Background: an optimization exercise with open tools, aiming at small area and a short achievable clock period. Do not read the settings as production practice.
Where RTL was checked, it was by simulation tests only, not by an equivalence proof against the original.
No functional check of the RTL was part of run 2.

<file path="flow/config.mk">
export PLATFORM = sky130hd
export DESIGN_NAME = ERM16_microprocessor
export DESIGN_NICKNAME = ERM16_microprocessor
export VERILOG_FILES = /design/flow/design.v
export SDC_FILE = /design/flow/constraint.sdc
export NUM_CORES = 4
export LEC_CHECK = 0
export CAP_MARGIN = 20
export CORE_MARGIN = 2
export CORE_UTILIZATION = 40
export SLEW_MARGIN = 20
</file>
<file path="flow/constraint.sdc">
create_clock -name core_clock -period 30.0 [get_ports {clk}]
set_input_delay 6.0000 -clock core_clock [delete_from_list [all_inputs] [get_ports {clk}]]
set_output_delay 6.0000 -clock core_clock [all_outputs]
set_load 0.01 [all_outputs]
</file>
<file path="flow/design.v">
module muxN
 #(parameter bits = 16,size = 2,set=1)
 (input logic [size-1:0] [bits-1:0] DI,input logic [set-1:0] sel,output logic [bits-1:0] DO);
 assign DO = DI[sel];
 endmodule
module muxflags (input logic [5:0] DI,input logic [2:0] sel,output logic DO);
assign DO = DI[sel];
endmodule
module register 
 #(parameter bits = 6)
 (input logic [bits-1:0]  D,input logic clk,rst,hlt,output logic [bits-1:0] Q);
 always_ff @ (posedge clk,posedge rst) begin
	 if (rst) Q <= 'b0;
	 else if (hlt) Q <= D;
 end
endmodule
module reg_file
 #(parameter bits = 16,N = 3)
 (input logic [N-1:0] RA1,RA2,WA3,input logic WE3,clk,rst,input logic [bits-1:0] WD3,output logic [bits-1:0] RD1,RD2);
 logic [bits-1:0] sram [2**N-1:0];
 always_ff @ (posedge clk,posedge rst) begin
	 if (rst) begin
		 sram[0] <= 'b0;
		 sram[1] <= 'b0;
		 sram[2] <= 'b0;
		 sram[3] <= 'b0;
		 sram[4] <= 'b0;
		 sram[5] <= 'b0;
		 sram[6] <= 'b0;
		 sram[7] <= 'b0;
	end
	 else if (WE3) sram[WA3] <= WD3;
 end
 assign RD1 = sram[RA1];
 assign RD2 = sram[RA2];
endmodule
module extension
#(parameter inp_bits = 6)
(input logic [inp_bits-1:0] DI,output logic [2*inp_bits-1:0] DO);
always_comb begin
	DO = 'b0;
	case(DI[inp_bits-1])
		1: begin 
			DO[inp_bits-1:0] = DI;
			DO[2*inp_bits-1:inp_bits] = 'b11111111;
		end
		0: begin
			DO[inp_bits-1:0] = DI;
			DO[2*inp_bits-1:inp_bits] = 'b0;
		 end
		default: DO = 'b0;
	endcase
end
endmodule
module alu16
 #(parameter control_alu = 5)
 (input logic [15:0] a,b,input logic [control_alu-1:0] func,input logic [5:0] flagsin,output logic [5:0] flagsout,output logic [15:0] y);
 always_comb begin
	flagsout = 'b0;
	y = 'b0;
	case(func)
		0: {flagsout[4],y} = a+b+flagsin[3];  
		1: {flagsout[4],y} = a-b-flagsin[3];
		2: {flagsout[4],y} = a*b;
		3: {flagsout[4],y} = (b == 16'b0) ? 17'h0ffff : a/b;  
		4: y = (b == 16'b0) ? a : a%b;  
		5: y = ~b;
		6: y = a|b;
		7: y = a&b;
		8: y = ~(a|b);
		9: y = ~(a&b);
		10: y = a^b;
		11: y = ~(a^b);
		12: begin
			y[7:0] = b[15:8];
			y[15:8] = b[7:0];
		    end
		13: {flagsout[3],y} = a << b;
		14: {flagsout[3],y} = a >> b;
		15: {flagsout[3],y} = a >>> b;
		16: y = y;
		17: begin
		flagsout[5] = (a == b);
		flagsout[2] = (y%2);
		flagsout[1] = (a>b);
		flagsout[0] = (a<b); 
		end
		default: begin
			y = 'b0;
			flagsout = 'b0;
		 end
	endcase
 end	 
endmodule
module control_unit
 #(parameter FLAGS_size = 6)
 (input logic [6:0] opcode,input logic clk,state_flag_bit,init,
 output logic wrmem,ioe,intreq,decodeinstr,we3,rst,hlt,wrpc,prefix,jump,ch,ret,wrflags,seladdr,
 output logic [FLAGS_size-1:0] Jcc,output logic [4:0] func,output logic [3:0] stwr,
 output logic [1:0] spc_a,output logic [2:0] spc_b);
 typedef enum logic [5:0] {LDW = 6'b0,STW,MOV,
			HLT,RST,INT,IN,OUT,CH,RET,
			ADD,SUB,MUL,DIV,
			MVN,OR,AND,ORN,ANDN,EOR,EON,LSL,
			LSR,ASR,REV,
			J,JZ,JNZ,JC,JNC,JO,JNO,JP,JNP,JG,JL,JNG,JNL,CMP,MOD} instr;
	typedef enum logic [4:0] {ADD_OP = 5'b0,SUB_OP,MUL_OP,DIV_OP,MOD_OP,
			MVN_OP,OR_OP,AND_OP,ORN_OP,ANDN_OP,EOR_OP,EON_OP,REV_OP,
			LSL_OP,LSR_OP,ASR_OP,
			NOP_OP,CMP_OP} alu;
 typedef enum logic {r=1'b0,i} prefx;
 instr command;
 prefx ext;
 logic [2:0] state;
 assign {command,ext} = opcode;
 always_ff @(posedge clk,posedge init) begin
	if (init) begin
		func <= NOP_OP;
		wrmem <= 0;
		ioe <= 0;
		intreq <= 0;
		decodeinstr <= 1; 
		stwr <= 'b0;
		we3 <= 0;
		rst <= 1;
		wrpc <= 0;
		prefix <= 0;
		jump <= 0;
		ch <= 0;
		hlt <= 0;
		ret <= 0;
		spc_a <= 'b0;
		spc_b <= 'b0;
		wrflags <= 0;
		Jcc <= 'b0;
		seladdr <= 0;
		state <= 0;
	end
	else begin
		if (hlt) state <= state;
		else begin 
			hlt <= 0;
			state <= state + 3'b001;
		end
		case(state)
			0: begin  
				func <= NOP_OP;
				wrmem <= 0;
				ioe <= 0;
				intreq <= 0;
				decodeinstr <= 1;
				stwr <= 'b0;
				we3 <= 0;
				rst <= 0;
				wrpc <= 0; 
				prefix <= 0;
				jump <= 0;
				ch <= 0;
				hlt <= 0;
				ret <= 0;
				spc_a <= 'b0;
				spc_b <= 'b0;
				wrflags <= 0;
				Jcc <= 'b0;
				seladdr <= 0;
			   end
			 1: begin  
				spc_a <= 1;
				spc_b <= 2;
				func <= ADD_OP;
				decodeinstr <= 0;
			   end
			2: begin
				wrpc <= 1;
			  end 
			3: begin  
				case(command)
					LDW: begin  
						seladdr <= 1;
						wrpc <= 0;
						func <= NOP_OP;
					   end
					STW: begin  
						wrpc <= 0;
						func <= NOP_OP;
						seladdr <= 1;
					   end
					 MOV: begin  
						func <= NOP_OP;
						wrpc <= 0;
						we3 <= 1;
						if (ext == r) stwr <= 2;
						else stwr <= 1;
						state <= 0;
					   end
					  RST: begin  
						rst <= 1;
						state <= 0;
					  end
					  HLT: begin  
						hlt <= 1;
						wrpc <= 0;
						state <= 7;
					  end
					  IN: begin  
						wrpc <= 0;
						func <= NOP_OP;
						seladdr <= 1;
					   end
					   OUT: begin  
						wrpc <= 0;
						func <= NOP_OP;
						seladdr <= 1;
					  end
					  INT: begin  
						wrpc <= 0;
						func <= NOP_OP;
						seladdr <= 1;
					   end
					  CH: begin  
						wrpc <= 0;
						ch <= 1;
						if (ext == r) prefix <= 0;
						else prefix <= i;
						jump <= 1;
						stwr <= 0;
					   end
					   RET: begin  
						wrpc <= 0;
						func <= NOP_OP;
						ret <= 1;
						prefix <= 0;
						jump <= 1;
					   end
					   CMP: begin
						   spc_a <=0;
						   func <= CMP_OP;
						   wrflags <= 1;
						   wrpc <= 0;
						   state <= 0;
					     end
					   ADD: begin  
						spc_a <= 0;
						func <= ADD_OP;
						wrflags <= 1;
						wrpc <= 0;
						stwr <= 0;
						we3 <= 1;
						state <= 0;
						if (ext == r) spc_b <= 0;
						else spc_b <= 1;
					    end
					   SUB: begin  
						spc_a <= 0;
						func <= SUB_OP;
						wrflags <= 1;
						wrpc <= 0;
						stwr <= 0;
						we3 <= 1;
						state <= 0;
						if (ext == r) spc_b <= 0;
						else spc_b <= 1;
					    end
					   MUL: begin  
						spc_a <= 0;
						func <= MUL_OP;
						wrflags <= 1;
						wrpc <= 0;
						stwr <= 0;
						we3 <= 1;
						state <= 0;
						if (ext == r) spc_b <= 0;
						else spc_b <= 1;
					    end
					    DIV: begin  
						spc_a <= 0;
						func <= DIV_OP;			
						wrflags <= 1;
						wrpc <= 0;
						stwr <= 0;
						we3 <= 1;
						state <= 0;
						if (ext == r) spc_b <= 0;
						else spc_b <= 1;
					    end
					    MOD: begin  
						spc_a <= 0;
						func <= MOD_OP;
						wrflags <= 1;
						wrpc <= 0;
						stwr <= 0;
						we3 <= 1;
						state <= 0;
						if (ext == r) spc_b <= 0;
						else spc_b <= 1;
					    end
					   MVN: begin  
						spc_a <= 0;
						func <= MVN_OP;
						wrflags <= 1;
						wrpc <= 0;
						stwr <= 0;
						we3 <= 1;
						state <= 0;
						if (ext == r) spc_b <= 0;
						else spc_b <= 1;
					    end
					    OR: begin  
						spc_a <= 0;
						func <= OR_OP;
						wrflags <= 1;
						wrpc <= 0;
						stwr <= 0;
						we3 <= 1;
						state <= 0;
						if (ext == r) spc_b <= 0;
						else spc_b <= 1;
					    end
					    AND: begin  
						spc_a <= 0;
						func <= AND_OP;
						wrflags <= 1;
						wrpc <= 0;
						stwr <= 0;
						we3 <= 1;
						state <= 0;
						if (ext == r) spc_b <= 0;
						else spc_b <= 1;
					    end
					   ANDN: begin  
						spc_a <= 0;
						func <= ANDN_OP;
						wrflags <= 1;
						wrpc <= 0;
						stwr <= 0;
						we3 <= 1;
						state <= 0;
						if (ext == r) spc_b <= 0;
						else spc_b <= 1;
					    end
					    ORN: begin  
						spc_a <= 0;
						func <= ORN_OP;
						wrflags <= 1;
						wrpc <= 0;
						stwr <= 0;
						we3 <= 1;
						state <= 0;
						if (ext == r) spc_b <= 0;
						else spc_b <= 1;
					    end
						EOR: begin  
						spc_a <= 0;
						func <= EOR_OP;
						wrflags <= 1;
						wrpc <= 0;
						stwr <= 0;
						we3 <= 1;
						state <= 0;
						if (ext == r) spc_b <= 0;
						else spc_b <= 1;
					    end
					    EON: begin  
						spc_a <= 0;
						func <= EON_OP;
						wrflags <= 1;
						wrpc <= 0;
						stwr <= 0;
						we3 <= 1;
						state <= 0;
						if (ext == r) spc_b <= 0;
						else spc_b <= 1;
					    end
					    REV: begin  
						spc_a <= 0;
						func <= REV_OP;
						wrflags <= 1;
						wrpc <= 0;
						stwr <= 0;
						we3 <= 1;
						state <= 0;
						if (ext == r) spc_b <= 0;
						else spc_b <= 1;
					    end
					    LSL: begin  
						spc_a <= 0;
						func <= LSL_OP;
						wrflags <= 1;
						wrpc <= 0;
						stwr <= 0;
						we3 <= 1;
						state <= 0;
						if (ext == r) spc_b <= 0;
						else spc_b <= 1;
					    end
					    LSR: begin  
						spc_a <= 0;
						func <= LSR_OP;
						wrflags <= 1;
						wrpc <= 0;
						stwr <= 0;
						we3 <= 1;
						state <= 0;
						if (ext == r) spc_b <= 0;
						else spc_b <= 1;
					    end
					    ASR: begin  
						spc_a <= 0;
						func <= ASR_OP;
						wrflags <= 1;
						wrpc <= 0;
						stwr <= 0;
						we3 <= 1;
						state <= 0;
						if (ext == r) spc_b <= 0;
						else spc_b <= 1;
					    end
					    J: begin  
						if (ext == r) prefix <= 0;
						else prefix <= 1;
						jump <= 1;
						func <= NOP_OP;
						end
						JZ: begin  
						if (ext == r) prefix <= 0;
						else prefix <= 1;
						Jcc <= 5;
						jump <= 1;
						func <= NOP_OP;
						wrpc <= 0;
						end
						JNZ: begin  
						if (ext == r) prefix <= 0;
						else prefix <= 1;
						Jcc <= 5;
						jump <= 1;
						func <= NOP_OP;
						wrpc <= 0;
						end
						JC: begin  
						if (ext == r) prefix <= 0;
						else prefix <= 1;
						Jcc <= 3;
						jump <= 1;
						func <= NOP_OP;
						wrpc <= 0;
						end
						JNC: begin  
						if (ext == r) prefix <= 0;
						else prefix <= 1;
						Jcc <= 3;
						jump <= 1;
						func <= NOP_OP;
						wrpc <= 0;
						end
						JO: begin  
						if (ext == r) prefix <= 0;
						else prefix <= 1;
						Jcc <= 4;
						jump <= 1;
						func <= NOP_OP;
						wrpc <= 0;
						end
						JNO: begin  
						if (ext == r) prefix <= 0;
						else prefix <= 1;
						Jcc <= 4;
						jump <= 1;
						func <= NOP_OP;
						wrpc <= 0;
						end
						JP: begin  
						if (ext == r) prefix <= 0;
						else prefix <= 1;
						Jcc <= 2;
						jump <= 1;
						func <= NOP_OP;
						wrpc <= 0;
						end
						JNP: begin  
						if (ext == r) prefix <= 0;
						else prefix <= 1;
						Jcc <= 2;
						jump <= 1;
						func <= NOP_OP;
						wrpc <= 0;
						end
						JG: begin  
						if (ext == r) prefix <= 0;
						else prefix <= 1;
						Jcc <= 1;
						jump <= 1;
						func <= NOP_OP;
						wrpc <= 0;
						end
						JL: begin  
						if (ext == r) prefix <= 0;
						else prefix <= 1;
						Jcc <= 0;
						jump <= 1;
						func <= NOP_OP;
						wrpc <= 0;
						end
						JNG: begin  
						if (ext == r) prefix <= 0;
						else prefix <= 1;
						Jcc <= 1;
						jump <= 1;
						func <= NOP_OP;
						wrpc <= 0;
						end
						JNL: begin  
						if (ext == r) prefix <= 0;
						else prefix <= 1;
						Jcc <= 0;
						jump <= 1;
						func <= NOP_OP;
						wrpc <= 0;
						end
					    default: state <= 0;
				endcase
			   end
			4: begin  
				case(command)
					LDW: begin  
						stwr <= 3;
						we3 <= 1;
						seladdr <= 0;
						state <= 0;
					   end
					STW: begin  
						wrmem <= 1;
						state <= 0;
					   end
					IN: begin  
							ioe <= 1;
					end
					OUT: begin  
							ioe <= 1;
							state <= 0;
					end
					INT: begin  
							intreq <= 1;
							state <= 0;
					end
					CH: begin  
						we3 <= 1;
						ch <= 0;
					 end
					RET: begin  
						wrpc <= 1;
						state <= 0;
					end
					JZ: begin  
						state <= 0;
						wrpc <= state_flag_bit;
					end
					JNZ: begin  
						state <= 0;
						wrpc <= ~state_flag_bit;
					end
					JC: begin  
						state <= 0;
						wrpc <= state_flag_bit;
					end
					JNC: begin  
						state <= 0;
						wrpc <= ~state_flag_bit;
					end
					JO: begin  
						state <= 0;
						wrpc <= state_flag_bit;
					end
					JNO: begin  
						state <= 0;
						wrpc <= ~state_flag_bit;
					end
					JP: begin  
						state <= 0;
						wrpc <= state_flag_bit;
					end
					JNP: begin  
						state <= 0;
						wrpc <= ~state_flag_bit;
					end
					JG: begin  
						state <= 0;
						wrpc <= state_flag_bit;
					end
					JL: begin  
						state <= 0;
						wrpc <= state_flag_bit;
					end
					JNG: begin  
						state <= 0;
						wrpc <= ~state_flag_bit;
					end
					JNL: begin  
						state <= 0;
						wrpc <= ~state_flag_bit;
					end				
				endcase
			end
			    5: begin  
					if(command == CH) begin
						wrpc <= 1;
						state <= 0;
					end
					else if(command == IN) begin
						stwr <= 4;
						we3 <= 1;
						state <= 0;
					end
				end 
			endcase	
		end
 end
endmodule
module ERM16_microprocessor (input logic init,clk,input logic [15:0] DI,output logic [15:0] ADDR_BUS,DO,output logic wrmem,ioe,intreq);
logic [15:0] WD3,RD1,RD2;
logic [6:0] q_ir;
logic [8:0] q_op;
logic [15:0] imm,a,b,ALUresult;
logic [15:0] DI_PC,DO_PC;
logic [2:0] A1,A3;
logic [2:0] raf_const;
logic [15:0] w1,w2;
logic [15:0] A_ALU,B_ALU;
logic [5:0] flags_in,flags_out;
logic decodeinstr,we3,rst,hlt,wrpc,prefix,jump,ch,ret,wrflags,seladdr,state_flag_bit;
 logic [5:0] Jcc;
 logic [4:0] func;
 logic [3:0] stwr;
 logic [1:0] spc_a;
 logic [2:0] spc_b;
 logic [15:0] w_ALUresult;
register #(7) IR(DI[15:9],clk,rst,~hlt|decodeinstr,q_ir);
register #(9) AR(DI[8:0],clk,rst,~hlt|decodeinstr,q_op);
muxN #(16,5,3) mux4({DI,a,b,imm,w_ALUresult},stwr,WD3);
assign raf_const = 3'b111; 
muxN #(3) mux_A1 ({raf_const,q_op[8:6]},ret,A1);
muxN #(3) mux_A3 ({raf_const,q_op[8:6]},ch,A3);
reg_file regfile(A1,q_op[5:3],A3,we3,clk,rst,WD3,RD1,RD2);
logic [11:0] imm12;
extension ext16(q_op[5:0],imm12);
assign imm = {4'b0,imm12};  
register #(16*2) DR({RD1,RD2},clk,rst,~hlt,{a,b});
muxN mux_spc_a ({DO_PC,a},spc_a,A_ALU);
muxN #(16,3,2) mux_spc_b ({16'b010,imm,b},spc_b,B_ALU);
alu16 ALU(A_ALU,B_ALU,func,flags_out,flags_in,ALUresult);
latch_mem save_aluresultREG(ALUresult,clk,rst,~wrpc,w_ALUresult);
register flags(flags_in,clk,rst,wrflags,flags_out);
muxflags mux_Jcc(flags_out,Jcc,state_flag_bit);
muxN mux_prefix({imm,a},prefix,w1);
muxN mux_jump({w1,w_ALUresult},jump,DI_PC);
register #(16) PC(DI_PC,clk,rst,wrpc,DO_PC);
muxN mux_sel_addr ({b,DO_PC},seladdr,w2);
register #(16) ARR(w2,clk,rst,~hlt,ADDR_BUS);
register #(16) MD(a,clk,rst,~hlt,DO);
control_unit cb(q_ir,clk,state_flag_bit,init,wrmem,ioe,intreq,decodeinstr,we3,rst,hlt,wrpc,prefix,jump,ch,ret,wrflags,seladdr,Jcc,func,stwr,spc_a,spc_b);
endmodule
module latch_mem (input logic [15:0] DI,input logic clk,rst,wrpc,output logic [15:0] DO);
logic [15:0] held;
always_ff @(posedge clk,posedge rst) begin
	if (rst) held <= 16'h0;
	else if (wrpc) held <= DI;
end
assign DO = wrpc ? DI : held;
endmodule
</file>
<file path="flow/run.sh">
#!/bin/bash
# synth_recipe.tcl (not shown) runs the flow's synth.tcl, then flattens the netlist and writes it again
# the make line also repeats each setting of config.mk as NAME=value (left out here)
make -C /OpenROAD-flow-scripts/flow DESIGN_CONFIG=/design/flow/config.mk WORK_HOME=/design/flow/orfs CLKGATE_MAP_FILE= SYNTH_SCRIPT=/design/flow/synth_recipe.tcl finish
</file>
==> results of run 1 <==
-- synth_stat cells (78+ instances only) --
cell type and number:
nand2_1 543, nor2_1 476, ha_1 420, o21ai_0 394, a21oi_1 339, inv_1 283
dfrtp_1 273, clkbuf_1 176, mux2_2 148, nor3_1 144, xnor2_1 137, nand3_1 121
o21a_1 106, a21o_1 102, fa_1 99, mux2i_1 93, xor2_1 82, a31oi_1 78
-- final cells by class --
type	instances	area, um^2	area share
multi-input cells	4237	31300	0.661
flip-flops and latches	276	6920	0.146
repair buffers	664	5190	0.110
well taps	1287	1610	0.0340
inverters	299	1130	0.0238
clock buffers	50	992	0.0209
clock inverters	11	186	0.00393
diodes	6	15.0	0.000317
-- registers in the layout, indices dropped and copies added, names as in the netlist, 3 cells and up --
signal / flops
cb.state: 3
cb.stwr: 3
save_aluresultREG.held: 16
ARR.Q: 16
MD.Q: 16
cb.func: 5
PC.Q: 16
AR.Q: 9
DR.Q: 32
cb.Jcc: 3
flags.Q: 5
IR.Q: 7
regfile.sram: 128
-- cells by family after synthesis --
group / Yosys count / synth area share
simple gates: 1627 / 0.189
fa+ha+maj: 519 / 0.184
compound gates: 1611 / 0.271
xor+xnor: 219 / 0.0488
flops: 276 / 0.176
mux: 261 / 0.0771
buf+inv: 547 / 0.0545
-- through the flow --
stage | area (um^2) | hold slack, ns | setup WS (ns) | instances
3_5_place_dp | 44800 | 0.427 | -0.722 | 6716
6_report | 47400 | 0.388 | 1.24 | 6830
3_3_place_gp | 44800 | 0.428 | -0.402 | 6716
2_1_floorplan | 39300 | 0.450 | 0.0465 | 5060
4_1_cts | 46200 | 0.431 | 0.0234 | 6784
5_1_grt | 47400 | 0.466 | -0.237 | 6824
-- worst paths after layout --
| path | to | cells past startpoint | slack (ns) | start |
|---|---|---|---|---|
| worst min register to register | flags.Q[4]$_DFFE_PP0P_ | 1 | 0.39 | cb.rst$_DFFE_PP1P_ |
| min in group core_clock | ARR.Q[1]$_DFFE_PP0N_ | 2 | 0.49 | ARR.Q[1]$_DFFE_PP0N_ |
| worst max register to register | regfile.sram[3][0]$_DFFE_PP0P_ | 140 | 1.24 | cb.spc_b[0]$_DFFE_PP0P_ |
| worst min-delay path | flags.Q[4]$_DFFE_PP0P_ | 1 | 0.39 | cb.rst$_DFFE_PP1P_ |
| worst max-delay path | regfile.sram[3][0]$_DFFE_PP0P_ | 140 | 1.24 | cb.spc_b[0]$_DFFE_PP0P_ |
| max in group asynchronous | cb.hlt$_DFFE_PP0P_ | 3 | 23.80 | init |
-- what timing repair did --
item	CTS	global route
pin swaps	3	59
resized for setup	28	205
endpoints found under the setup margin	142	149
gates cloned	0	2
setup buffers	7	38
-- critical path: cells and delay by family, from the launching register on --
kind                     cells  cell delay [ns]
AO/OA/AOI/OAI               72            12.58
AND/OR/NAND/NOR             40             8.15
adder cells (fa/ha/maj)     16             5.13
buffers and inverters       11             1.91
flip-flops                   1             0.42
multiplexers                 1             0.39
-- metal layers --
metal / GRT usage / up-vias / part of all wire
met2: 0.523 / 2280 / 0.43
met4: 0.182 / 8 / 0.063
li1: - / 19405 / -
met5: 0 / - / 0.00036
met3: 0.0674 / 559 / 0.095
met1: 0.455 / 20592 / 0.41
==> metrics.md, run 1 <==
| Metric | Value |
|---|---|
| Clk Latency, worst-skew pair | `0.56 ns` |
| WL final | `roughly 180000 um` |
| Dpl hpwl | `135000 um` |
| Synth top area cells | `dfrtp_1 (17%), ha_1 (13%), nand2_1 (5.2%)` |
| Crit path required time | `between 30 and 40 ns` |
| Clock buffer depth | `3` |
| Die Y | `318 um` |
| DRC | `0` |
| Core Area | `98000 um^2` |
| GPL Wtd Cong | `1.03` |
| Synth Register Bits | `around 280` |
| NumNets Final | `just over 6000` |
| Mapped Area | `39300 um^2` |
| Final Hold Viols | `0` |
| Asr flop ratio synth | `1.00` |
| Ratio of cells with drive above 1 in the final layout | `0.203` |
| DR vias | `42844` |
| DRT antenna net count | `0` |
| Least-Margin Pin Slew | `1.26 ns` |
| Worst Hold Class | `reg -> async` |
| Reg clk slew, reported paths | `0.06 ns` |
| Warnings from Yosys | `15` |
| Status | `timing/DRC/antenna clean` |
| Port bufs | `52` |
| Setup crit end kind | `flop` |
| Tot GR Track Use | `0.342` |
| Clock Sinks | `276` |
| EDFF count, synth | `0` |
| Drt pass-1 iters | `9` |
| Crit path kind | `reg -> reg` |
| First-pass GRT wire length | `between 200000 and 300000 um` |
| Drt wl/cell | `between 20 and 30 um` |
| H-tree Lvls | `2` |
| Vias per cell | `between 6 and 7` |
| Post-synth top area cell | `dfrtp_1` |
| Final setup vio count | `0` |
| Top FF cell, synth | `dfrtp_1` |
| Rows | `115` |
| Vias in the first global route | `40595` |
| Largest net degree at the start of global routing | `97` |
| Syn-to-layout area delta | `20.5%` |
| Clk_skew | `0.0214 ns` |
| Initial DRC count | `4669` |
| IO Count | `53` |
| Post-Syn Nets | `5597` |
| Setup TNS | `0 ns` |
| Chip width | `318 um` |
| Most frequent CP cell | `ha_1` |
| Finished Core Util | `0.484` |
| Initial Utilization | `0.401` |
| Hold_buf cts | `0` |
| Seq/Total Area, Yosys | `0.176` |
| Fin crit period | `28.76 ns` |
| Worst EP arrival | `29.18 ns` |
| Clk root buf | `clkbuf_16` |
| GR Overflow Total | `0` |
| Filler Cell Count | `slightly below 10000` |
| Slew margin rel. | `0.136` |
| CP Launch Type | `flop` |
| Synth unique cells | `113` |
| TritonCTS buffer count | `34` |
| Post-synth top area share | `0.174` |
| Commonest non-fill, non-tap cells in the layout | `buf_4 (598), nand2_1 (538), nor2_1 (466)` |
| CP max stage delay | `~0.53 ns` |
| Achievable Freq | `34.8 MHz` |
| Commonest non-fill, non-tap cell in the layout | `buf_4` |
| Die Area | `101000 um^2` |
| Cells after Synth | `approximately 5000` |
| Max-slew violation count | `0` |
| Max-Cap Viols | `0` |
| Max FO, Critical Path | `14` |
| CP max stage cell | `or4_1` |
| Syn avg cell area | `7.77 um^2` |
| Tcrit/Tclk final | `0.959` |
| Initial antenna violation count | `9` |
| CTS tree | `done` |
==> run 2: changes to the inputs <==
--- a/flow/design.v
+++ b/flow/design.v
@@ -16,19 +16,14 @@
 endmodule
 module reg_file
  #(parameter bits = 16,N = 3)
- (input logic [N-1:0] RA1,RA2,WA3,input logic WE3,clk,rst,input logic [bits-1:0] WD3,output logic [bits-1:0] RD1,RD2);
+ (input logic [N-1:0] RA1,RA2,WA3,input logic WE3,LWE,input logic [N-1:0] LWA,input logic [bits-1:0] LWD,
+  input logic clk,rst,input logic [bits-1:0] WD3,output logic [bits-1:0] RD1,RD2);
  logic [bits-1:0] sram [2**N-1:0];
  always_ff @ (posedge clk,posedge rst) begin
 	 if (rst) begin
-		 sram[0] <= 'b0;
-		 sram[1] <= 'b0;
-		 sram[2] <= 'b0;
-		 sram[3] <= 'b0;
-		 sram[4] <= 'b0;
-		 sram[5] <= 'b0;
-		 sram[6] <= 'b0;
-		 sram[7] <= 'b0;
-	end
+		 for (int i = 0; i < 2**N; i++) sram[i] <= 'b0;
+	 end
+	 else if (LWE) sram[LWA] <= LWD;
 	 else if (WE3) sram[WA3] <= WD3;
  end
  assign RD1 = sram[RA1];
@@ -54,50 +49,90 @@
 endmodule
 module alu16
  #(parameter control_alu = 5)
- (input logic [15:0] a,b,input logic [control_alu-1:0] func,input logic [5:0] flagsin,output logic [5:0] flagsout,output logic [15:0] y);
+ (input logic [15:0] a,b,pc,input logic sel_pc,input logic [control_alu-1:0] func,input logic [5:0] flagsin,output logic [5:0] flagsout,output logic [15:0] y);
+ logic sub,cin,co;
+ logic [15:0] sum,bx;
+ logic [16:0] shl;
+ logic [15:0] shr;
+ assign sub = (func == 5'd1) | (func == 5'd17);
+ assign cin = (func == 5'd17) ? 1'b1 : (sub ^ flagsin[3]);
+ assign bx = sub ? ~b : b;
+ assign {co,sum} = a + bx + cin;
+ assign shl = {1'b0,a} << b;
+ assign shr = a >> b;
  always_comb begin
 	flagsout = 'b0;
 	y = 'b0;
-	case(func)
-		0: {flagsout[4],y} = a+b+flagsin[3];  
-		1: {flagsout[4],y} = a-b-flagsin[3];
-		2: {flagsout[4],y} = a*b;
-		3: {flagsout[4],y} = (b == 16'b0) ? 17'h0ffff : a/b;  
-		4: y = (b == 16'b0) ? a : a%b;  
-		5: y = ~b;
-		6: y = a|b;
-		7: y = a&b;
-		8: y = ~(a|b);
-		9: y = ~(a&b);
-		10: y = a^b;
-		11: y = ~(a^b);
-		12: begin
-			y[7:0] = b[15:8];
-			y[15:8] = b[7:0];
-		    end
-		13: {flagsout[3],y} = a << b;
-		14: {flagsout[3],y} = a >> b;
-		15: {flagsout[3],y} = a >>> b;
-		16: y = y;
-		17: begin
-		flagsout[5] = (a == b);
-		flagsout[2] = (y%2);
-		flagsout[1] = (a>b);
-		flagsout[0] = (a<b); 
+	if (sel_pc) begin
+		if (func == 5'd0) y = pc + {14'b0,1'b1,flagsin[3]};
+	end
+	else case(func)
+		5'd0: begin y = sum; flagsout[4] = co; end
+		5'd1: begin y = sum; flagsout[4] = ~co; end
+		5'd5: y = ~b;
+		5'd6: y = a|b;
+		5'd7: y = a&b;
+		5'd8: y = ~(a|b);
+		5'd9: y = ~(a&b);
+		5'd10: y = a^b;
+		5'd11: y = ~(a^b);
+		5'd12: y = {b[7:0],b[15:8]};
+		5'd13: {flagsout[3],y} = shl;
+		5'd14: y = shr;
+		5'd15: y = shr;
+		5'd17: begin
+			flagsout[5] = (a == b);
+			flagsout[1] = co & (a != b);
+			flagsout[0] = ~co;
 		end
-		default: begin
-			y = 'b0;
-			flagsout = 'b0;
-		 end
+		default: y = 'b0;
+	endcase
+ end
+endmodule
+module long_unit
+ (input logic clk,input logic [15:0] a,b,input logic [1:0] step,input logic is_mul,is_mod,
+  output logic [15:0] res,output logic p16);
+ logic [15:0] r;
+ logic [11:0] q;
+ logic [3:0] dn,bn,qb;
+ logic [16:0] t,mt;
+ logic [15:0] rd;
+ always_comb
+	case (step)
+		2'd0: begin dn = a[15:12]; bn = b[3:0]; end
+		2'd1: begin dn = a[11:8]; bn = b[7:4]; end
+		2'd2: begin dn = a[7:4]; bn = b[11:8]; end
+		default: begin dn = a[3:0]; bn = b[15:12]; end
 	endcase
- end	 
+ always_comb begin
+	rd = r;
+	for (int k = 3; k >= 0; k--) begin
+		t = {rd,dn[k]};
+		if (t >= {1'b0,b}) begin
+			rd = t[15:0] - b;
+			qb[k] = 1'b1;
+		end
+		else begin
+			rd = t[15:0];
+			qb[k] = 1'b0;
+		end
+	end
+ end
+ assign mt = {1'b0,r} + {1'b0,a} * bn;
+ always_ff @(posedge clk) begin
+	if (step == 2'd3) r <= 16'b0;
+	else r <= is_mul ? {3'b0,mt[16:4]} : rd;
+	q <= {q[7:0],is_mul ? mt[3:0] : qb};
+ end
+ assign res = is_mul ? {mt[3:0],q[3:0],q[7:4],q[11:8]} : is_mod ? rd : {q,qb};
+ assign p16 = mt[4];
 endmodule
 module control_unit
  #(parameter FLAGS_size = 6)
  (input logic [6:0] opcode,input logic clk,state_flag_bit,init,
  output logic wrmem,ioe,intreq,decodeinstr,we3,rst,hlt,wrpc,prefix,jump,ch,ret,wrflags,seladdr,
  output logic [FLAGS_size-1:0] Jcc,output logic [4:0] func,output logic [3:0] stwr,
- output logic [1:0] spc_a,output logic [2:0] spc_b);
+ output logic [1:0] spc_a,output logic [2:0] spc_b,output logic [2:0] state);
  typedef enum logic [5:0] {LDW = 6'b0,STW,MOV,
 			HLT,RST,INT,IN,OUT,CH,RET,
 			ADD,SUB,MUL,DIV,
@@ -111,7 +146,6 @@
  typedef enum logic {r=1'b0,i} prefx;
  instr command;
  prefx ext;
- logic [2:0] state;
  assign {command,ext} = opcode;
  always_ff @(posedge clk,posedge init) begin
 	if (init) begin
@@ -617,53 +651,89 @@
  end
 endmodule
 module ERM16_microprocessor (input logic init,clk,input logic [15:0] DI,output logic [15:0] ADDR_BUS,DO,output logic wrmem,ioe,intreq);
-logic [15:0] WD3,RD1,RD2;
+logic decodeinstr,we3,rst,hlt,wrpc,prefix,jump,ch,ret,wrflags,seladdr,state_flag_bit;
+logic [5:0] Jcc;
+logic [4:0] func;
+logic [3:0] stwr;
+logic [1:0] spc_a;
+logic [2:0] spc_b;
+logic [2:0] state;
 logic [6:0] q_ir;
 logic [8:0] q_op;
-logic [15:0] imm,a,b,ALUresult;
-logic [15:0] DI_PC,DO_PC;
-logic [2:0] A1,A3;
-logic [2:0] raf_const;
-logic [15:0] w1,w2;
-logic [15:0] A_ALU,B_ALU;
+logic [15:0] imm,a,b,Bop,RD1,RD2,WD3,ALUresult,w_ALUresult,held,DI_PC,DO_PC;
 logic [5:0] flags_in,flags_out;
-logic decodeinstr,we3,rst,hlt,wrpc,prefix,jump,ch,ret,wrflags,seladdr,state_flag_bit;
- logic [5:0] Jcc;
- logic [4:0] func;
- logic [3:0] stwr;
- logic [1:0] spc_a;
- logic [2:0] spc_b;
- logic [15:0] w_ALUresult;
-register #(7) IR(DI[15:9],clk,rst,~hlt|decodeinstr,q_ir);
-register #(9) AR(DI[8:0],clk,rst,~hlt|decodeinstr,q_op);
-muxN #(16,5,3) mux4({DI,a,b,imm,w_ALUresult},stwr,WD3);
-assign raf_const = 3'b111; 
-muxN #(3) mux_A1 ({raf_const,q_op[8:6]},ret,A1);
-muxN #(3) mux_A3 ({raf_const,q_op[8:6]},ch,A3);
-reg_file regfile(A1,q_op[5:3],A3,we3,clk,rst,WD3,RD1,RD2);
-logic [11:0] imm12;
-extension ext16(q_op[5:0],imm12);
-assign imm = {4'b0,imm12};  
-register #(16*2) DR({RD1,RD2},clk,rst,~hlt,{a,b});
-muxN mux_spc_a ({DO_PC,a},spc_a,A_ALU);
-muxN #(16,3,2) mux_spc_b ({16'b010,imm,b},spc_b,B_ALU);
-alu16 ALU(A_ALU,B_ALU,func,flags_out,flags_in,ALUresult);
-latch_mem save_aluresultREG(ALUresult,clk,rst,~wrpc,w_ALUresult);
-register flags(flags_in,clk,rst,wrflags,flags_out);
-muxflags mux_Jcc(flags_out,Jcc,state_flag_bit);
-muxN mux_prefix({imm,a},prefix,w1);
-muxN mux_jump({w1,w_ALUresult},jump,DI_PC);
-register #(16) PC(DI_PC,clk,rst,wrpc,DO_PC);
-muxN mux_sel_addr ({b,DO_PC},seladdr,w2);
-register #(16) ARR(w2,clk,rst,~hlt,ADDR_BUS);
-register #(16) MD(a,clk,rst,~hlt,DO);
-control_unit cb(q_ir,clk,state_flag_bit,init,wrmem,ioe,intreq,decodeinstr,we3,rst,hlt,wrpc,prefix,jump,ch,ret,wrflags,seladdr,Jcc,func,stwr,spc_a,spc_b);
-endmodule
-module latch_mem (input logic [15:0] DI,input logic clk,rst,wrpc,output logic [15:0] DO);
-logic [15:0] held;
-always_ff @(posedge clk,posedge rst) begin
-	if (rst) held <= 16'h0;
-	else if (wrpc) held <= DI;
-end
-assign DO = wrpc ? DI : held;
+logic [2:0] A1,A3;
+logic lstart,lmul,ldiv,lmod,lbusy,llast,lhold,lcur_mul;
+logic [2:0] ldest;
+logic [15:0] lres;
+logic lp16;
+control_unit cb(q_ir,clk,state_flag_bit,init,wrmem,ioe,intreq,decodeinstr,we3,rst,hlt,wrpc,prefix,jump,ch,ret,wrflags,seladdr,Jcc,func,stwr,spc_a,spc_b,state);
+always_ff @(posedge clk,posedge rst)
+	if (rst) {q_ir,q_op} <= 16'b0;
+	else if (~hlt|decodeinstr) {q_ir,q_op} <= DI;
+assign imm = {4'b0,{6{q_op[5]}},q_op[5:0]};
+assign A1 = ret ? 3'b111 : q_op[8:6];
+assign A3 = ch ? 3'b111 : q_op[8:6];
+always_comb
+	case (stwr[2:0])
+		3'd0: WD3 = w_ALUresult;
+		3'd1: WD3 = imm;
+		3'd2: WD3 = b;
+		3'd3: WD3 = a;
+		default: WD3 = DI;
+	endcase
+reg_file regfile(A1,q_op[5:3],A3,we3,llast,ldest,lres,clk,rst,WD3,RD1,RD2);
+assign lstart = (func == 5'd2) | (func == 5'd3) | (func == 5'd4);
+assign lbusy = lmul | ldiv | lmod;
+assign llast = lbusy & (state == 3'd3);
+assign lhold = lstart | (lbusy & ~llast);
+always_ff @(posedge clk,posedge rst)
+	if (rst) {lmul,ldiv,lmod} <= 3'b0;
+	else if (lstart) {lmul,ldiv,lmod} <= {func == 5'd2,func == 5'd3,func == 5'd4};
+	else if (llast) {lmul,ldiv,lmod} <= 3'b0;
+always_ff @(posedge clk)
+	if (lstart) ldest <= q_op[8:6];
+always_ff @(posedge clk,posedge rst)
+	if (rst) a <= 16'b0;
+	else if (~hlt & ~lhold) a <= (llast & (A1 == ldest)) ? lres : RD1;
+always_ff @(posedge clk,posedge rst)
+	if (rst) b <= 16'b0;
+	else if (~hlt) b <= lhold ? Bop : (llast & (q_op[5:3] == ldest)) ? lres : RD2;
+always_comb
+	if (lbusy) Bop = b;
+	else case (spc_b[1:0])
+		2'd0: Bop = b;
+		2'd1: Bop = imm;
+		default: Bop = 16'd2;
+	endcase
+assign lcur_mul = lbusy ? lmul : (func == 5'd2);
+alu16 ALU(a,Bop,DO_PC,spc_a[0],func,flags_out,flags_in,ALUresult);
+long_unit LU(clk,a,Bop,state[1:0],lcur_mul,lmod,lres,lp16);
+always_ff @(posedge clk,posedge rst)
+	if (rst) held <= 16'b0;
+	else if (~wrpc) held <= ALUresult;
+assign w_ALUresult = wrpc ? held : ALUresult;
+logic f5,f4,f3,f1,f0;
+always_ff @(posedge clk,posedge rst)
+	if (rst) {f5,f3,f1,f0} <= 4'b0;
+	else if (wrflags) {f5,f3,f1,f0} <= {flags_in[5],flags_in[3],flags_in[1:0]};
+always_ff @(posedge clk,posedge rst)
+	if (rst) f4 <= 1'b0;
+	else if (wrflags) f4 <= flags_in[4];
+	else if (llast & lmul) f4 <= lp16;
+assign flags_out = {f5,f4,f3,1'b0,f1,f0};
+assign state_flag_bit = flags_out[Jcc[2:0]];
+assign DI_PC = jump ? (prefix ? imm : a) : w_ALUresult;
+always_ff @(posedge clk,posedge rst)
+	if (rst) DO_PC <= 16'b0;
+	else if (wrpc) DO_PC <= DI_PC;
+always_ff @(posedge clk,posedge rst)
+	if (rst) begin
+		ADDR_BUS <= 16'b0;
+		DO <= 16'b0;
+	end
+	else if (~hlt) begin
+		ADDR_BUS <= seladdr ? b : DO_PC;
+		DO <= a;
+	end
 endmodule
==> run 2 against run 1 <==
Synthesized area down 30%. Synthesized cell count down 33%. Highest routed layer unchanged. Critical path depth down 96. Non-clock buffer count down 521. Critical path type unchanged. Clock-buffer cell count up 7. Hold slack worse by 0.020 ns. Still clean. Via count down 34%.
==> metrics.md, run 2 <==
| Metric | Value |
|---|---|
| Hold_buf cts | `0 (unchanged)` |
| Most frequent cell after synthesis | `nand2_1` |
| Fin crit period | `15.84 ns (-12.92 ns)` |
| Slew margin rel. | `0.191 (+0.0543)` |
| Drt pass-1 iters | `8 (-1)` |
| Setup TNS | `0 ns (unchanged)` |
| Mapped Area | `27500 um^2 (-30%)` |
| Ratio of cells with drive above 1 in the final layout | `0.106 (-0.0974)` |
| Initial DRC count | `3672 (-21%)` |
| First-pass GRT wire length | `175000 um (-33%)` |
| H-tree Lvls | `2 (unchanged)` |
| Commonest non-fill, non-tap cell in the layout | `nand2_1` |
| ANT cells | `0 (-6)` |
| Final hold slack | `0.367 ns (-0.0204 ns)` |
| Commonest non-fill, non-tap cells in the layout | `nand2_1 (355), nor2_1 (302), a21oi_1 (293)` |
| Commonest cells in the netlist | `nand2_1 (355), nor2_1 (304), a21oi_1 (294)` |
| Clk root buf | `clkbuf_16` |
| Cell count of the worst reg-to-reg path | `44 (-69%)` |
| Seq/Total Area, Yosys | `0.278 (+0.102)` |
| Synth unique cells | `115 (+1.8%)` |
| TritonCTS buffer count | `39 (+15%)` |
| CTS tree | `done` |
| Tcrit/Tclk final | `0.528 (-0.431)` |
| # resized after CTS | `0 (-100%)` |
| Status | `timing/DRC/antenna clean` |
| Synth top area cells | `dfrtp_1 (25%), ha_1 (6.2%), a21oi_1 (5.4%)` |
| Max FO, Critical Path | `25 (+11)` |
| Synth Register Bits | `310 (+12%)` |
| Clock buffer depth | `3 (unchanged)` |
| GR Overflow Total | `0 (unchanged)` |
| Warnings from Yosys | `6 (-9)` |
| Core Area | `68200 um^2 (-30%)` |
| Least-Margin Pin Slew | `1.20 ns (-0.0580 ns)` |
| Setup crit end kind | `flop` |
| Die Area | `70700 um^2 (-30%)` |
| Die Y | `266 um (-16%)` |
| Max-Cap Viols | `0 (unchanged)` |
| Chip width | `266 um (-16%)` |
| Achievable Freq | `63.1 MHz (+82%)` |
| Crit path kind | `reg -> reg` |
| Most frequent CP cell | `a21oi_1` |
| Final setup vio count | `0 (unchanged)` |
| Rows | `96 (-17%)` |
| DRC | `0 (unchanged)` |
| Clk_skew | `0.0214 ns (-0.0000401 ns)` |
| Syn-to-layout area delta | `10.4%` |
| DRT antenna net count | `0 (unchanged)` |
| Postcts setup bufs | `0 (-7)` |
| Port bufs | `52 (unchanged)` |
| Max-slew violation count | `0 (unchanged)` |
| Final Hold Viols | `0 (unchanged)` |
| Worst Hold Class | `reg -> reg` |
| Tot GR Track Use | `0.331 (-0.0111)` |
| Post-synth top area share | `0.252 (+0.0779)` |
| Asr flop ratio synth | `0.900 (-0.100)` |
| Vias in the first global route | `26643 (-34%)` |
| Unrepaired setup endpoints after global routing | `false` |
| Dpl hpwl | `86200 um (-36%)` |
| CP max stage delay | `0.91 ns (+0.38 ns)` |
| Largest Register | `regfile.sram` |
| EDFF count, synth | `3 (+3)` |
| Finished Core Util | `0.444 (-0.0395)` |
| Cells on Worst Hold Path | `0` |
| Top FF cell, synth | `dfrtp_1` |
| Initial Utilization | `0.402 (+0.000956)` |
| NumNets Final | `3533 (-42%)` |
| Initial antenna violation count | `2 (-7)` |
| DR vias | `28108 (-34%)` |
| Largest net degree at the start of global routing | `113 (+16%)` |
| IO Count | `53 (unchanged)` |
| Clk Latency, worst-skew pair | `0.60 ns (+0.04 ns)` |
| CP Launch Type | `flop` |
| Vias per cell | `6.62 (+5.6%)` |
| Drt wl/cell | `28.1 um (+7.0%)` |
| Worst EP arrival | `16.27 ns (-12.91 ns)` |
| Clock Sinks | `310 (+12%)` |
| Crit path required time | `30.43 ns (about the same)` |
| Post-synth top area cell | `dfrtp_1` |
| CP max stage cell | `a21oi_1` |
| Max FFs per register | `128 (unchanged)` |
| Syn avg cell area | `8.13 um^2 (+4.5%)` |
| WL final | `119000 um (-34%)` |
| Reg clk slew, reported paths | `0.06 ns (about the same)` |
| Cells after Synth | `3378 (-33%)` |
| Post-Syn Nets | `3578 (-36%)` |
| GPL Wtd Cong | `1.05 (+1.6%)` |
run 2: changes by cell type in the layout (fill, tap and decap cells not counted), sizes merged, moves of 52 or more:
cell,delta
buf,-519
ha,-285
nand2,-188
nor2,-171
inv,-155
o21ai,-143
o21a,-77
a21o,-66
xor2,-55
fa,-52
xnor2,-52
run 2: area by class of cell:
cell class / count / area (um^2)
flip-flops and latches: 310 / 7640
repair buffers: 143 / 1200
clock buffers: 57 / 1130
fillers: 6838 / 37900
clock inverters: 13 / 251
well taps: 882 / 1100
multi-input cells: 2701 / 18400
inverters: 138 / 526
run 2: worst max-delay path, delay by kind of cell (launching register included):
kind	cells	cell delay, ns
flops	1	0.36
compound gates	22	7.41
buf+inv	2	0.55
fa+ha+maj	4	1.53
simple gates	16	5.78
run 2: metrics by stage:
step	std cells	instance area [um^2]	setup WS, ns
floorplan	3378	27500	17.88
CTS	4244	30300	14.68
global route	4244	30300	12.98
detailed placement	4174	28900	14.72
finish	4244	30300	14.16
global placement	4174	28900	14.95
run 2: final timing paths:
path                                                       end          startpoint  slack [ns]
worst max-delay path            regfile.sram[6][7]$_DFFE_PP0P_    lmod$_DFFE_PP0P_       14.16
worst min-delay path                           LU.q[8]$_DFF_P_     LU.q[4]$_DFF_P_        0.37
worst max register to register  regfile.sram[6][7]$_DFFE_PP0P_    lmod$_DFFE_PP0P_       14.16
worst min register to register                 LU.q[8]$_DFF_P_     LU.q[4]$_DFF_P_        0.37
max in group asynchronous               cb.func[4]$_DFFE_PP1P_                init       23.86
min in group asynchronous                  q_ir[1]$_DFFE_PP0P_  cb.rst$_DFFE_PP1P_        0.39
run 2: cells by family after synthesis:
kind of cell    count (synthesis)  share of synthesized area
compound gates               1119                      0.272
xor+xnor                      112                     0.0360
fa+ha+maj                     182                     0.0958
buf+inv                       367                     0.0519
flops                         310                      0.278
mux                           194                     0.0831
simple gates                 1094                      0.183
run 2: metal layers:
layer | vias to the layer above | track usage | routed length (um)
met5 | - | 0 | 25
met4 | 4 | 0.211 | 8860
met3 | 428 | 0.0893 | 14000
met2 | 1781 | 0.478 | 49200
met1 | 13552 | 0.437 | 47300
li1 | 12343 | - | -
==> run 3: changes to the inputs <==
--- a/flow/design.v
+++ b/flow/design.v
@@ -89,44 +89,6 @@
 	endcase
  end
 endmodule
-module long_unit
- (input logic clk,input logic [15:0] a,b,input logic [1:0] step,input logic is_mul,is_mod,
-  output logic [15:0] res,output logic p16);
- logic [15:0] r;
- logic [11:0] q;
- logic [3:0] dn,bn,qb;
- logic [16:0] t,mt;
- logic [15:0] rd;
- always_comb
-	case (step)
-		2'd0: begin dn = a[15:12]; bn = b[3:0]; end
-		2'd1: begin dn = a[11:8]; bn = b[7:4]; end
-		2'd2: begin dn = a[7:4]; bn = b[11:8]; end
-		default: begin dn = a[3:0]; bn = b[15:12]; end
-	endcase
- always_comb begin
-	rd = r;
-	for (int k = 3; k >= 0; k--) begin
-		t = {rd,dn[k]};
-		if (t >= {1'b0,b}) begin
-			rd = t[15:0] - b;
-			qb[k] = 1'b1;
-		end
-		else begin
-			rd = t[15:0];
-			qb[k] = 1'b0;
-		end
-	end
- end
- assign mt = {1'b0,r} + {1'b0,a} * bn;
- always_ff @(posedge clk) begin
-	if (step == 2'd3) r <= 16'b0;
-	else r <= is_mul ? {3'b0,mt[16:4]} : rd;
-	q <= {q[7:0],is_mul ? mt[3:0] : qb};
- end
- assign res = is_mul ? {mt[3:0],q[3:0],q[7:4],q[11:8]} : is_mod ? rd : {q,qb};
- assign p16 = mt[4];
-endmodule
 module control_unit
  #(parameter FLAGS_size = 6)
  (input logic [6:0] opcode,input logic clk,state_flag_bit,init,
@@ -663,14 +625,16 @@
 logic [15:0] imm,a,b,Bop,RD1,RD2,WD3,ALUresult,w_ALUresult,held,DI_PC,DO_PC;
 logic [5:0] flags_in,flags_out;
 logic [2:0] A1,A3;
-logic lstart,lmul,ldiv,lmod,lbusy,llast,lhold,lcur_mul;
+logic lmul,ldiv,lmod,limm,lany,llast,lhold;
+logic [15:0] lB;
 logic [2:0] ldest;
 logic [15:0] lres;
 logic lp16;
+logic [16:0] acc,lx;
+logic [3:0] lqb;
 control_unit cb(q_ir,clk,state_flag_bit,init,wrmem,ioe,intreq,decodeinstr,we3,rst,hlt,wrpc,prefix,jump,ch,ret,wrflags,seladdr,Jcc,func,stwr,spc_a,spc_b,state);
-always_ff @(posedge clk,posedge rst)
-	if (rst) {q_ir,q_op} <= 16'b0;
-	else if (~hlt|decodeinstr) {q_ir,q_op} <= DI;
+always_ff @(posedge clk)
+	{q_ir,q_op} <= DI;
 assign imm = {4'b0,{6{q_op[5]}},q_op[5:0]};
 assign A1 = ret ? 3'b111 : q_op[8:6];
 assign A3 = ch ? 3'b111 : q_op[8:6];
@@ -683,35 +647,52 @@
 		default: WD3 = DI;
 	endcase
 reg_file regfile(A1,q_op[5:3],A3,we3,llast,ldest,lres,clk,rst,WD3,RD1,RD2);
-assign lstart = (func == 5'd2) | (func == 5'd3) | (func == 5'd4);
-assign lbusy = lmul | ldiv | lmod;
-assign llast = lbusy & (state == 3'd3);
-assign lhold = lstart | (lbusy & ~llast);
 always_ff @(posedge clk,posedge rst)
-	if (rst) {lmul,ldiv,lmod} <= 3'b0;
-	else if (lstart) {lmul,ldiv,lmod} <= {func == 5'd2,func == 5'd3,func == 5'd4};
-	else if (llast) {lmul,ldiv,lmod} <= 3'b0;
+	if (rst) {lmul,ldiv,lmod,limm} <= 4'b0;
+	else if (state == 3'd3) begin
+		lmul <= q_ir[6:1] == 6'd12;
+		ldiv <= q_ir[6:1] == 6'd13;
+		lmod <= q_ir[6:1] == 6'd39;
+		limm <= q_ir[0] & ((q_ir[6:1] == 6'd12) | (q_ir[6:1] == 6'd13) | (q_ir[6:1] == 6'd39));
+	end
+	else limm <= 1'b0;
+assign lany = lmul | ldiv | lmod;
+assign llast = lany & (state == 3'd3);
+assign lhold = lany & (state != 3'd3);
 always_ff @(posedge clk)
-	if (lstart) ldest <= q_op[8:6];
-always_ff @(posedge clk,posedge rst)
-	if (rst) a <= 16'b0;
-	else if (~hlt & ~lhold) a <= (llast & (A1 == ldest)) ? lres : RD1;
-always_ff @(posedge clk,posedge rst)
-	if (rst) b <= 16'b0;
-	else if (~hlt) b <= lhold ? Bop : (llast & (q_op[5:3] == ldest)) ? lres : RD2;
+	if (state == 3'd0) ldest <= q_op[8:6];
+assign lB = limm ? imm : b;
+always_ff @(posedge clk)
+	if (lhold) a <= {a[11:0],lqb};
+	else a <= (llast & (A1 == ldest)) ? lres : RD1;
+always_ff @(posedge clk)
+	if (lhold) b <= lB;
+	else b <= (llast & (q_op[5:3] == ldest)) ? lres : RD2;
 always_comb
-	if (lbusy) Bop = b;
-	else case (spc_b[1:0])
+	case (spc_b[1:0])
 		2'd0: Bop = b;
 		2'd1: Bop = imm;
 		default: Bop = 16'd2;
 	endcase
-assign lcur_mul = lbusy ? lmul : (func == 5'd2);
 alu16 ALU(a,Bop,DO_PC,spc_a[0],func,flags_out,flags_in,ALUresult);
-long_unit LU(clk,a,Bop,state[1:0],lcur_mul,lmod,lres,lp16);
-always_ff @(posedge clk,posedge rst)
-	if (rst) held <= 16'b0;
-	else if (~wrpc) held <= ALUresult;
+always_comb begin
+	logic [16:0] x,addend,s;
+	logic co;
+	lx = acc;
+	for (int k = 3; k >= 0; k--) begin
+		x = {lx[15:0],lmul ? 1'b0 : a[12+k]};
+		addend = lmul ? {1'b0,lB & {16{a[12+k]}}} : {1'b1,~lB};
+		{co,s} = {1'b0,x} + {1'b0,addend} + {17'b0,~lmul};
+		lqb[k] = co;
+		lx = (lmul | co) ? s : x;
+	end
+end
+always_ff @(posedge clk)
+	acc <= (state == 3'd3) ? 17'b0 : lx;
+assign lres = (lmul | lmod) ? lx[15:0] : {a[11:0],lqb};
+assign lp16 = lx[16];
+always_ff @(posedge clk)
+	if (~wrpc) held <= ALUresult;
 assign w_ALUresult = wrpc ? held : ALUresult;
 logic f5,f4,f3,f1,f0;
 always_ff @(posedge clk,posedge rst)
@@ -728,12 +709,8 @@
 	if (rst) DO_PC <= 16'b0;
 	else if (wrpc) DO_PC <= DI_PC;
 always_ff @(posedge clk,posedge rst)
-	if (rst) begin
-		ADDR_BUS <= 16'b0;
-		DO <= 16'b0;
-	end
-	else if (~hlt) begin
-		ADDR_BUS <= seladdr ? b : DO_PC;
-		DO <= a;
-	end
+	if (rst) ADDR_BUS <= 16'b0;
+	else if (~hlt) ADDR_BUS <= seladdr ? b : DO_PC;
+always_ff @(posedge clk)
+	DO <= a;
 endmodule
--- a/flow/config.mk
+++ b/flow/config.mk
@@ -5,6 +5,7 @@
 export SDC_FILE = /design/flow/constraint.sdc
 export NUM_CORES = 4
 export LEC_CHECK = 0
+export ABC_AREA = 1
 export CAP_MARGIN = 20
 export CORE_MARGIN = 2
 export CORE_UTILIZATION = 40
==> run 3 against run 2 <==
Via count fell by 7.7%. Largest cell class unchanged. Still clean on timing, DRC and antenna. Utilization rose by 0.73 points. Design area fell by 14%. Die area fell by 15%. Sequential share of layout area rose by 1.6 points. Critical path depth rose by 16. Worst setup slack improved by 4.6 ns.
==> metrics.md, run 3 <==
| Metric | Value |
|---|---|
| Clock Sinks | `298 (-3.9%)` |
| DRT antenna net count | `0 (unchanged)` |
| CP Launch Type | `flop` |
| Crit path kind | `reg -> reg` |
| Commonest non-fill, non-tap cell in the layout | `nand2_1` |
| Met3 WL | `10500 um (-25%)` |
| Post-synth top area cell | `dfrtp_1` |
| Initial antenna violation count | `6 (+4)` |
| Die Y | `246 um (-7.5%)` |
| Worst EP arrival | `11.64 ns (-4.63 ns)` |
| Max-Cap Viols | `0 (unchanged)` |
| Tcrit/Tclk final | `0.373 (-0.155)` |
| Post-synth top area share | `0.211 (-0.0410)` |
| Vias per cell | `5.99 (-9.6%)` |
| M1 WL | `43500 um (-8.1%)` |
| Hold_buf cts | `0 (unchanged)` |
| Tot GR Track Use | `0.329 (-0.00238)` |
| CP delay by family, top | `simple AND/OR/NAND/NOR gates` |
| Die Area | `60500 um^2 (-15%)` |
| H-tree Lvls | `2 (unchanged)` |
| Crit path required time | `30.45 ns (+0.02 ns)` |
| Synth Register Bits | `298 (-3.9%)` |
| DRC | `0 (unchanged)` |
| EDFF count, synth | `3 (unchanged)` |
| Chip width | `246 um (-7.5%)` |
| Top FF cell, synth | `dfrtp_1` |
| Max Used Layer | `met5` |
| Initial Utilization | `0.405 (+0.00260)` |
| Clk root buf | `clkbuf_16` |
| Met2 WL | `42500 um (-14%)` |
| Synth unique cells | `62 (-46%)` |
| Synth top area cells | `dfrtp_1 (21%), nand2_1 (15%), dfxtp_1 (8.2%)` |
| Final Hold Viols | `0 (unchanged)` |
| # resized after CTS | `0 (unchanged)` |
| Mapped Area | `23400 um^2 (-15%)` |
| IO Count | `53 (unchanged)` |
| Fin crit period | `11.19 ns (-4.65 ns)` |
| Filler Cell Count | `6172 (-9.7%)` |
| WL final | `101000 um (-15%)` |
| CP max stage delay | `0.59 ns (-0.32 ns)` |
| Reg clk slew, reported paths | `0.07 ns (about the same)` |
| GR Overflow Total | `0 (unchanged)` |
| Achievable Freq | `89.4 MHz (+42%)` |
| Initial DRC count | `3478 (-5.3%)` |
| Warnings from Yosys | `5 (-1)` |
| Status | `timing/DRC/antenna clean` |
| Port bufs | `52 (unchanged)` |
| Clk_skew | `0.0209 ns (-0.000488 ns)` |
| Final setup vio count | `0 (unchanged)` |
| Clock buffer depth | `3 (unchanged)` |
| Max FFs per register | `128 (unchanged)` |
| DR vias | `25934 (-7.7%)` |
| Dpl hpwl | `73500 um (-15%)` |
| Drt wl/cell | `23.4 um (-17%)` |
| Ratio of cells with drive above 1 in the final layout | `0.0592 (-0.0464)` |
| Largest net degree at the start of global routing | `104 (-8.0%)` |
| Commonest non-fill, non-tap cells in the layout | `nand2_1 (966), inv_1 (399), a21oi_1 (272)` |
| Vias in the first global route | `23611 (-11%)` |
| Slew margin rel. | `0.288 (+0.0975)` |
| Most frequent cell after synthesis | `nand2_1` |
| Post-Syn Nets | `3661 (+2.3%)` |
| Asr flop ratio synth | `0.668 (-0.232)` |
| Drt pass-1 iters | `6 (-2)` |
| Placed cell area | `24800 um^2 (-14%)` |
| Largest Register | `regfile.sram` |
| Post-route cell area | `26100 um^2 (-14%)` |
| CP Buf/Inv Count | `13 (+11)` |
| Cells after Synth | `3518 (+4.1%)` |
| GPL Wtd Cong | `0.986 (-6.0%)` |
| TritonCTS buffer count | `37 (-5.1%)` |
| CTS tree | `done` |
| Rows | `88 (-8.3%)` |
| Max-slew violation count | `0 (unchanged)` |
| CP max stage cell | `clkinv_1` |
| Max FO, Critical Path | `25 (unchanged)` |
| Postcts setup bufs | `0 (unchanged)` |
| Core Area | `57800 um^2 (-15%)` |
| Setup TNS | `0 ns (unchanged)` |
| First-pass GRT wire length | `150000 um (-14%)` |
| NumNets Final | `3679 (+4.1%)` |
| Seq/Total Area, Yosys | `0.299 (+0.0206)` |
| Syn-to-layout area delta | `11.4%` |
| Commonest cells in the netlist | `nand2_1 (966), inv_1 (400), a21oi_1 (272)` |
| Worst Hold Class | `reg -> async` |
| Clk Latency, worst-skew pair | `0.58 ns (-0.02 ns)` |
| Setup crit end kind | `flop` |
| Least-Margin Pin Slew | `1.04 ns (-0.164 ns)` |
| Syn avg cell area | `6.65 um^2 (-18%)` |
| Most frequent CP cell | `nand2_1` |
| Unrepaired setup endpoints after global routing | `false` |
-- run 3: changes by cell type in the layout (fill, tap and decap cells not counted), sizes merged, moves of 50 or more --
cell	previous run	this run
mux2	108	2
dfxtp	28	96
nor3	108	44
inv	136	406
o22ai	26	88
dfrtp	276	197
nand2	355	994
nor2	306	256
mux2i	70	2
xnor2	85	26
nand3	89	232
-- run 3: cells by family (layout without fill, tap and decap cells) --
logic type | count (synthesis) | in the layout | synth area share
simple gates | 1613 | 1613 | 0.297
compound gates | 859 | 859 | 0.219
buf+inv | 555 | 602 | 0.0899
flops | 298 | 298 | 0.299
fa+ha+maj | 125 | 125 | 0.0700
xor+xnor | 64 | 64 | 0.0239
mux | 4 | 4 | 0.00182
other cells | 0 | 2 | 0
-- run 3: per-layer routing --
layer | up-vias | global-route usage
met2 | 1500 | 0.488
met1 | 12158 | 0.457
met4 | 8 | 0.145
li1 | 11988 | -
met3 | 280 | 0.0674
met5 | - | 0
-- run 3: area by class of cell --
class | count | area, um^2 | area share
inverters | 423 | 1590 | 0.0610
diodes | 2 | 5.00 | 0.000192
repair buffers | 111 | 983 | 0.0377
clock inverters | 20 | 216 | 0.00830
clock buffers | 48 | 998 | 0.0383
flip-flops and latches | 298 | 7000 | 0.268
multi-input cells | 2665 | 14300 | 0.550
well taps | 765 | 957 | 0.0367
-- run 3: final timing paths --
check,depth (start not counted),slack (ns),startpoint,endpoint
worst max register to register,60,18.81,a[15]$_DFF_P_,regfile.sram[4][14]$_DFFE_PP0P_
min in group core_clock,1,0.47,cb.wrflags$_DFFE_PP0P_,f5$_DFFE_PP0P_
worst min-delay path,1,0.21,cb.rst$_DFFE_PP1P_,f1$_DFFE_PP0P_
worst max-delay path,60,18.81,a[15]$_DFF_P_,regfile.sram[4][14]$_DFFE_PP0P_
worst min register to register,1,0.21,cb.rst$_DFFE_PP1P_,f1$_DFFE_PP0P_
max in group asynchronous,3,23.80,init,cb.rst$_DFFE_PP1P_
-- run 3: metrics by stage --
step                 util  hold slack [ns]  instances  worst slack, ns
finish              0.451            0.205       4332            18.81
global route        0.451            0.240       4331            18.01
CTS                 0.451            0.476       4329            19.04
detailed placement  0.430            0.465       4261            19.09
global placement    0.430            0.462       4261            19.09
floorplan               -            0.371       3518            20.95

==> static timing again, ports no longer ideal <==
No port has a modelled driver above. Below, the same layouts with a new extraction and two added sets of constraints.
Step 1 sets driving cells, clkbuf_16 on the clock port and buf_2 on the other inputs (assumed; they add their load-dependent delay and slew).
Step 2 adds t to the input delays and takes it off the output delays; t is the mean of the earliest and latest rising clock arrival at the registers after step 1. Input paths then give back, and output paths get back, about the clock's delay inside the block.
a / b / c = no drivers / after step 1 / after step 2; a / b = the first two.
| run | shift t [ns] | slack for setup (ns) | worst setup path at the end | latest minus earliest clock arrival (ns) | pins driven straight from the clock port |
|---|---|---|---|---|---|
| run 1 | 0.621 | 1.238 / 1.238 / 1.238 | register to register | 0.022 / 0.021 | 1 |
| run 2 | 0.653 | 14.163 / 14.163 / 14.163 | register to register | 0.021 / 0.021 | 1 |
| run 3 | 0.633 | 18.809 / 18.809 / 18.809 | register to register | 0.021 / 0.021 | 1 |
After both steps setup and hold are still met in every run listed.
